What follows belongs to an exercise in optimizing a design on an open flow for small area, a short achievable clock period and few clock cycles; a production flow would make more cautious choices. Function was checked by simulation only, so behaviour that the tests miss may differ from the original. Power figures rest on the tool's default switching activity, not on a simulated workload.

<file path="flow/design.v">
module spu(
input  clk,
input  rst,
input  start,
output stop,
input   [15:0] im_r_data,
output  [7:0]  im_addr,
output  [7:0] dm_addr,
output  dm_wr,
input  [15:0] dm_r_data,
output [15:0] dm_w_data
);
localparam [3:0] OP_LOAD  = 4'd0,
                 OP_STORE = 4'd1,
                 OP_ADD   = 4'd2,
                 OP_LOAC  = 4'd3,
                 OP_SUB   = 4'd4,
                 OP_JMPZ  = 4'd5,
                 OP_JUMP  = 4'd6,
                 OP_STOP  = 4'd15;
reg  [7:0]  pc;       
reg         fv;       
reg  [15:0] ir;       
reg         vd;       
reg         stopd;    
reg  [15:0] oha;      
reg  [15:0] ohb;      
reg         lcd;      
reg         fwda;     
reg         fwdb;     
reg  [15:0] a;        
reg  [15:0] b;        
reg         cin;      
reg  [3:0]  rae;      
reg         we_e;     
reg         ld_e;     
reg         st_e;     
reg         jz_e;     
reg  [15:0] rf [0:15];
wire [3:0]  op_f = im_r_data[15:12];
wire [3:0]  op_d = ir[15:12];
wire [16:0] sum17 = {a, 1'b1} + {b, cin};
wire [15:0] alu   = sum17[16:1];
wire [15:0] res   = ld_e ? dm_r_data : alu;
wire        taken = jz_e & (a == 16'd0);
reg rst_q;
always @(posedge clk)
  rst_q <= rst;
wire [15:0] wd   = res & {16{~rst_q}};
wire [15:0] wsel = {16{rst_q}} | ({16{we_e}} & (16'd1 << rae));
always @(posedge clk) begin: rf_write
  integer i;
  for (i = 0; i < 16; i = i + 1)
    rf[i] <= (wd & {16{wsel[i]}}) | (rf[i] & {16{~wsel[i]}});
end
reg  [15:0] rda, rdb;
always @(*) begin: rf_read
  integer i;
  rda = {8'h00, ir[7:0] & {8{lcd}}};
  rdb = 16'd0;
  for (i = 0; i < 16; i = i + 1) begin
    rda = rda | (rf[i] & {16{oha[i]}});
    rdb = rdb | (rf[i] & {16{ohb[i]}});
  end
end
wire [15:0] va     = fwda ? res : rda;
wire [15:0] vb     = fwdb ? res : rdb;
wire        sub_d  = (op_d == OP_SUB);
wire        jz_d   = (op_d == OP_JMPZ);
wire        ls_d   = (op_d == OP_LOAD) | (op_d == OP_STORE);
wire [7:0]  tgt_d  = pc + ir[7:0] + 8'hff;    
wire        go_d   = vd & ~taken;
wire        we_n   = go_d & ((op_d == OP_LOAD) | (op_d == OP_ADD) | (op_d == OP_SUB) | (op_d == OP_LOAC));
always @(posedge clk) begin
  a    <= va;
  b    <= (sub_d ? ~vb : vb) | {8'h00, (ir[7:0] & {8{ls_d}}) | (tgt_d & {8{jz_d}})};
  cin  <= sub_d;
  rae  <= ir[11:8];
  ld_e <= (op_d == OP_LOAD);
end
always @(posedge clk or posedge rst) begin
  if (rst) begin
    we_e <= 1'b0;
    st_e <= 1'b0;
    jz_e <= 1'b0;
  end else begin
    we_e <= we_n;
    st_e <= go_d & (op_d == OP_STORE);
    jz_e <= go_d & jz_d;
  end
end
reg  [7:0]  jt;
always @(*) begin: jump_adder
  reg [7:0] g, p, gg, pp, g2, p2;
  integer i;
  g = pc & im_r_data[7:0];
  p = pc ^ im_r_data[7:0];
  gg = g; pp = p;
  for (i = 1; i < 8; i = i + 1) begin
    g2[i] = gg[i] | (pp[i] & gg[i-1]);
    p2[i] = pp[i] & pp[i-1];
  end
  g2[0] = gg[0]; p2[0] = pp[0];
  gg = g2; pp = p2;
  for (i = 2; i < 8; i = i + 1) begin
    g2[i] = gg[i] | (pp[i] & gg[i-2]);
    p2[i] = pp[i] & pp[i-2];
  end
  gg = g2; pp = p2;
  for (i = 4; i < 8; i = i + 1) begin
    g2[i] = gg[i] | (pp[i] & gg[i-4]);
  end
  jt = p ^ {g2[6:0], 1'b0};
end
wire        kill_f = taken | stopd;
wire        jump_f = fv & ~kill_f & (op_f == OP_JUMP);
wire        rd_ra_f = (op_f == OP_STORE) | (op_f == OP_JMPZ);
wire        rd_b_f  = (op_f == OP_ADD) | (op_f == OP_SUB);
wire        rd_a_f  = rd_ra_f | rd_b_f;
wire [3:0]  sa_f    = rd_ra_f ? im_r_data[11:8] : im_r_data[7:4];
always @(posedge clk) begin
  ir <= im_r_data;
  oha  <= rd_a_f ? (16'd1 << sa_f) : 16'd0;
  ohb  <= rd_b_f ? (16'd1 << im_r_data[3:0]) : 16'd0;
  lcd  <= (op_f == OP_LOAC);
  fwda <= we_n & rd_a_f & (ir[11:8] == sa_f);
  fwdb <= we_n & rd_b_f & (ir[11:8] == im_r_data[3:0]);
end
always @(posedge clk or posedge rst) begin
  if (rst) begin
    pc    <= 8'd0;
    fv    <= 1'b0;
    vd    <= 1'b0;
    stopd <= 1'b0;
  end else begin
    vd    <= fv & ~kill_f;
    stopd <= fv & ~kill_f & (op_f == OP_STOP);
    if (start) begin
      pc <= 8'd0;
      fv <= 1'b1;
    end else begin
      if (stopd)
        fv <= 1'b0;
      if (jump_f)
        pc <= jt;
      else if (taken)
        pc <= b[7:0];
      else
        pc <= pc + 8'd1;
    end
  end
end
assign im_addr   = pc;
assign dm_addr   = b[7:0];
assign dm_wr     = st_e;
assign dm_w_data = a;
assign stop      = stopd;
endmodule
</file>
<file path="flow/flow/run.sh">
#!/bin/bash
# Layout flow: the standard ORFS layout (standard.sh, with the standard
# synthesis unchanged), except that the port buffers are plain buf_2 cells
# rather than the delay-cell buffers the resizer picks by default (the
# platform matches cell footprints when resizing, so a delay cell can never
# become a plain buffer later). Every port still gets its own buffer.
# make's full output goes to flow_make.log; each ORFS step writes its own log
# under orfs/logs/.
set -uo pipefail
bash standard.sh "BUFFER_PORTS_ARGS=-buffer_cell sky130_fd_sc_hd__buf_2" SETUP_SLACK_MARGIN=5.35 finish > flow_make.log 2>&1
status=$?
tail -n 40 flow_make.log
exit $status
</file>
<file path="flow/standard.sh">
#!/bin/bash
# synth_recipe.tcl (not shown) runs the flow's synth.tcl, then flattens the netlist and writes it again
# the make line also repeats each setting of config.mk as NAME=value (left out here)
make -C /OpenROAD-flow-scripts/flow DESIGN_CONFIG=/design/flow/config.mk WORK_HOME=/design/flow/orfs CLKGATE_MAP_FILE= SYNTH_SCRIPT=/design/flow/synth_recipe.tcl "${@:-finish}"
</file>
<file path="flow/config.mk">
export PLATFORM = sky130hd
export DESIGN_NAME = spu
export DESIGN_NICKNAME = spu
export VERILOG_FILES = /design/flow/design.v
export SDC_FILE = /design/flow/constraint.sdc
export NUM_CORES = 4
export LEC_CHECK = 0
export ABC_CLOCK_PERIOD_IN_PS = 2800
export CAP_MARGIN = 20
export CORE_MARGIN = 2
export CORE_UTILIZATION = 40
export CTS_BUF_LIST = sky130_fd_sc_hd__clkbuf_16
export CTS_CLUSTER_DIAMETER = 80
export CTS_CLUSTER_SIZE = 24
export SLEW_MARGIN = 20
</file>
<file path="flow/constraint.sdc">
create_clock -name core_clock -period 8.0 [get_ports {clk}]
set_input_delay 1.6000 -clock core_clock [delete_from_list [all_inputs] [get_ports {clk}]]
set_output_delay 1.6000 -clock core_clock [all_outputs]
set_load 0.01 [all_outputs]
</file>
==> results.txt <==
maximum fanout along the worst path=4; largest net degree at the start of global routing=33; worst-margin pin slew=between 1 and 1.5 ns; Worst R2R Start=b[0]; CTS Buffer Depth=3; pre-CTS setup slack=about 4.5 ns; Worst Min Path Start=ir[8]; global route overflow=0; Ports=~70; number of flops mapped to enable cells by yosys=roughly 260; crit path DAT=1.14 ns; Final nets=1401; hold depth=0; post-DR vias/cell=between 6 and 7; CTS clk-pin slew, worst paths=about 0.10 ns; Seq cells post-synth=360; max cap viols=0; Max Slew Vio Count=0; startpoint types=flop; depth of the CTS H-tree=1; worst hold-check path type=reg -> reg; initial core utilization=about 41%; crit path kind=reg -> out; global placer's final weighted congestion=between 0.9 and 1; Critical Path Stages=1; # diodes=0; Setup crit start=pc[1]; count leader, synth=edfxtp_1; CP Buf/Inv Count=1; Syn-to-layout area delta=15.5%; DR vias=approximately 12000; CTS tree=built; worst vdd ir=about 0.00019 V; multi-input logic area=slightly below 0.006 mm2; Synth area leaders=edfxtp_1 49%, dfxtp_1 11%, a22oi_1 7.6%, ha_1 2.9%, dfrtp_1 2.2%; Required @ worst endpoint=between 6 and 7 ns; die area=0.0411 mm2; yosys warns=2; Final ANT Viol Nets=0; clock sinks=360; Tmin final=between 2 and 3 ns; Slowest-stage cell, CP=dfrtp_2; final setup fails=0; final WL=56.9 mm; Slew HR=about 15%; run status=complete, no violations; family with the most delay on the worst path=flip-flops; dpl cell area=between 0.015 and 0.02 mm2; sum of negative setup slack=0 ns; ys async rst share=3.89%; number of filler cells placed in the layout=roughly 3400; Synth Instances=between 1000 and 1500; IO Port Bufs=between 60 and 70; post-synth top area share=between 40 and 50%; Util after Layout=a little under half; Die W=just over 200 um; Post-synth top flop=edfxtp_1; most frequent cells after synthesis=256 x edfxtp_1, 160 x a22oi_1, 90 x dfxtp_1; Avg Inst Size Synth=approximately 13 um2; layout cell share with drive strength beyond 1=between 20 and 25%; final setup margin=~5.3 ns; Routed WL per cell=around 31 um; CTS Buf Count=19; mapped cell area=between 0.015 and 0.02 mm2; Worst Skew=between 0.02 and 0.025 ns; crit end category=output port; Worst-Skew Late Latency=0.53 ns; sequence of cells on the critical path=buf_6; initial antenna violation count=0; Final Hold Viols=0; detailed placer's ending HPWL=about 34 mm; period utilisation layout=roughly a third; hold buffer count at CTS=0; Worst path max stage delay=0.48 ns; leakage=around 6.8 nW; Distinct cells, synth=67; first-pass GRT wire length=around 81 mm; highest clock rate=between 0.3 and 0.4 GHz; dominant cell type by area after synthesis=edfxtp_1; vias in the first global route=11900; Seq/Total Area, Yosys=around 62%; Die H=203 um; Initial DRT Pass Iterations=7; GRT Resource Usage Total=27.0%; Synthesized Nets=~1300; final design instance area without fill=0.0183 mm2; Worst Reg-to-Reg Cells=9; final hold slack=0.426 ns; Pwr per Cell Area=between 200 and 250 mW/mm2; core area=between 0.03 and 0.04 mm2; RSZ-0062 raised after global routing=yes; Initial DRC Count=about 2100; Seq. cell area=0.00990 mm2; DRC=0; CTS Root Cell=clkbuf_16; row count=72
[stage by stage]
| stage | instances | total power, mW |
|---|---|---|
| 5_1_grt | 1856 | 4.06 |
| 3_3_place_gp | 1788 | 2.82 |
| 3_5_place_dp | 1788 | 2.83 |
| 2_1_floorplan | 1256 | 2.62 |
| 4_1_cts | 1841 | 3.88 |
| 6_report | 1856 | 3.94 |
[timing repair]
action,in CTS,in global routing
setup endpoints to repair,263,245
pin swaps,12,16
buffers inserted,21,14
gates resized for setup,88,35
hold endpoints to repair,0,0
[power by group]
part | internal, mW | total, mW | switching, mW | leakage (nW)
registers | 2.23 | 2.35 | 0.127 | 3.56
logic | 0.205 | 0.550 | 0.346 | 2.93
clock network | 0.442 | 1.04 | 0.597 | 0.303
[worst register-to-register path, cell delays in order, from the launching register on]
cell and delay, ns:
dfxtp_4 0.37, ha_1 0.30, a211oi_1 0.33, o21ai_0 0.18, a21bo_2 0.26, o21a_1 0.20
o31a_1 0.25, buf_4 0.17, a21oi_2 0.26, xor2_1 0.19
[cells in the final DEF, fill, tap and decap left out, types with 5 or more instances in the layout]
cell	n
clkbuf_16	19
xor2_1	18
nand3_1	41
nand4_1	28
a31oi_1	6
a2111oi_0	6
a221o_1	5
buf_6	18
o221ai_1	8
nor2_1	51
nor2b_1	5
a22o_1	31
a222oi_1	22
ha_1	33
o21ai_0	13
buf_4	70
dfxtp_2	19
inv_1	53
edfxtp_1	256
dfxtp_4	7
buf_12	9
dfrtp_2	6
a21oi_2	10
a21o_1	8
xnor2_1	38
nand2_1	50
nor4_1	5
dfxtp_1	64
mux2i_1	8
nor3_1	26
a2111o_1	7
a21oi_1	36
buf_2	48
o21ai_2	6
a221oi_1	32
nor2_4	10
dfrtp_1	8
o21bai_1	5
a22oi_1	160
o211ai_1	7
[final timing paths]
kind                            slack, ns    endpoint
worst max-delay path                 5.26  im_addr[1]
worst min-delay path                 0.43      rae[0]
worst max register to register       5.42       b[10]
worst min register to register       0.43      rae[0]
max in group asynchronous            6.42       pc[6]
min in group asynchronous            1.14          vd
[metal layers]
metal / wire (um) / global-route usage, %
met5: 0 / 0
met4: 3320 / 12.8
met2: 26200 / 44.4
met1: 20400 / 33.5
met3: 6930 / 6.79
[final cells by class]
cell class                      instances  share of cell area (%)
Clock buffer                           19                    2.60
Clock inverter                         13                   0.377
Inverter                               44                   0.912
Multi-Input combinational cell        757                    32.0
Sequential cell                       360                    54.2
Tap cell                              518                    3.55
Timing Repair Buffer                  145                    6.29
[kinds of logic (layout without fill, tap and decap cells)]
family	Yosys count	in the layout	share of synthesized area (%)
AND/OR/NAND/NOR	244	244	7.59
flip-flops	360	360	62.3
adder cells (fa/ha/maj)	39	39	3.23
XOR/XNOR	57	57	3.16
buffers and inverters	139	221	3.55
multiplexers	12	12	0.760
AO/OA/AOI/OAI	405	405	19.5
Testbench counts, summed over its fixed seeds: cycles 55,329.

static timing again, ports no longer ideal:
No port has a modelled driver above. Below, the same layout with a new extraction and two added sets of constraints. Step 1, drivers: a clkbuf_16 drives clk and a buf_2 each remaining input, both assumed. Step 2 also shifts input and output timing later by t, the mid clock arrival at the registers, as if the neighbouring blocks saw the same clock. a / b / c = ideal ports / drivers / drivers and shift; a / b = the first two.
t (ns): 0.583
setup slack, ns: 5.255 / 5.198 / 4.757
worst setup path at the end: input to register
clock arrival spread, ns: 0.033 / 0.032
worst data-port slew with drivers (ns): 0.07
After both steps setup and hold are still met in this run. For this run, drivers alone change the setup slack by -0.057 ns; drivers and shift together by -0.498 ns.
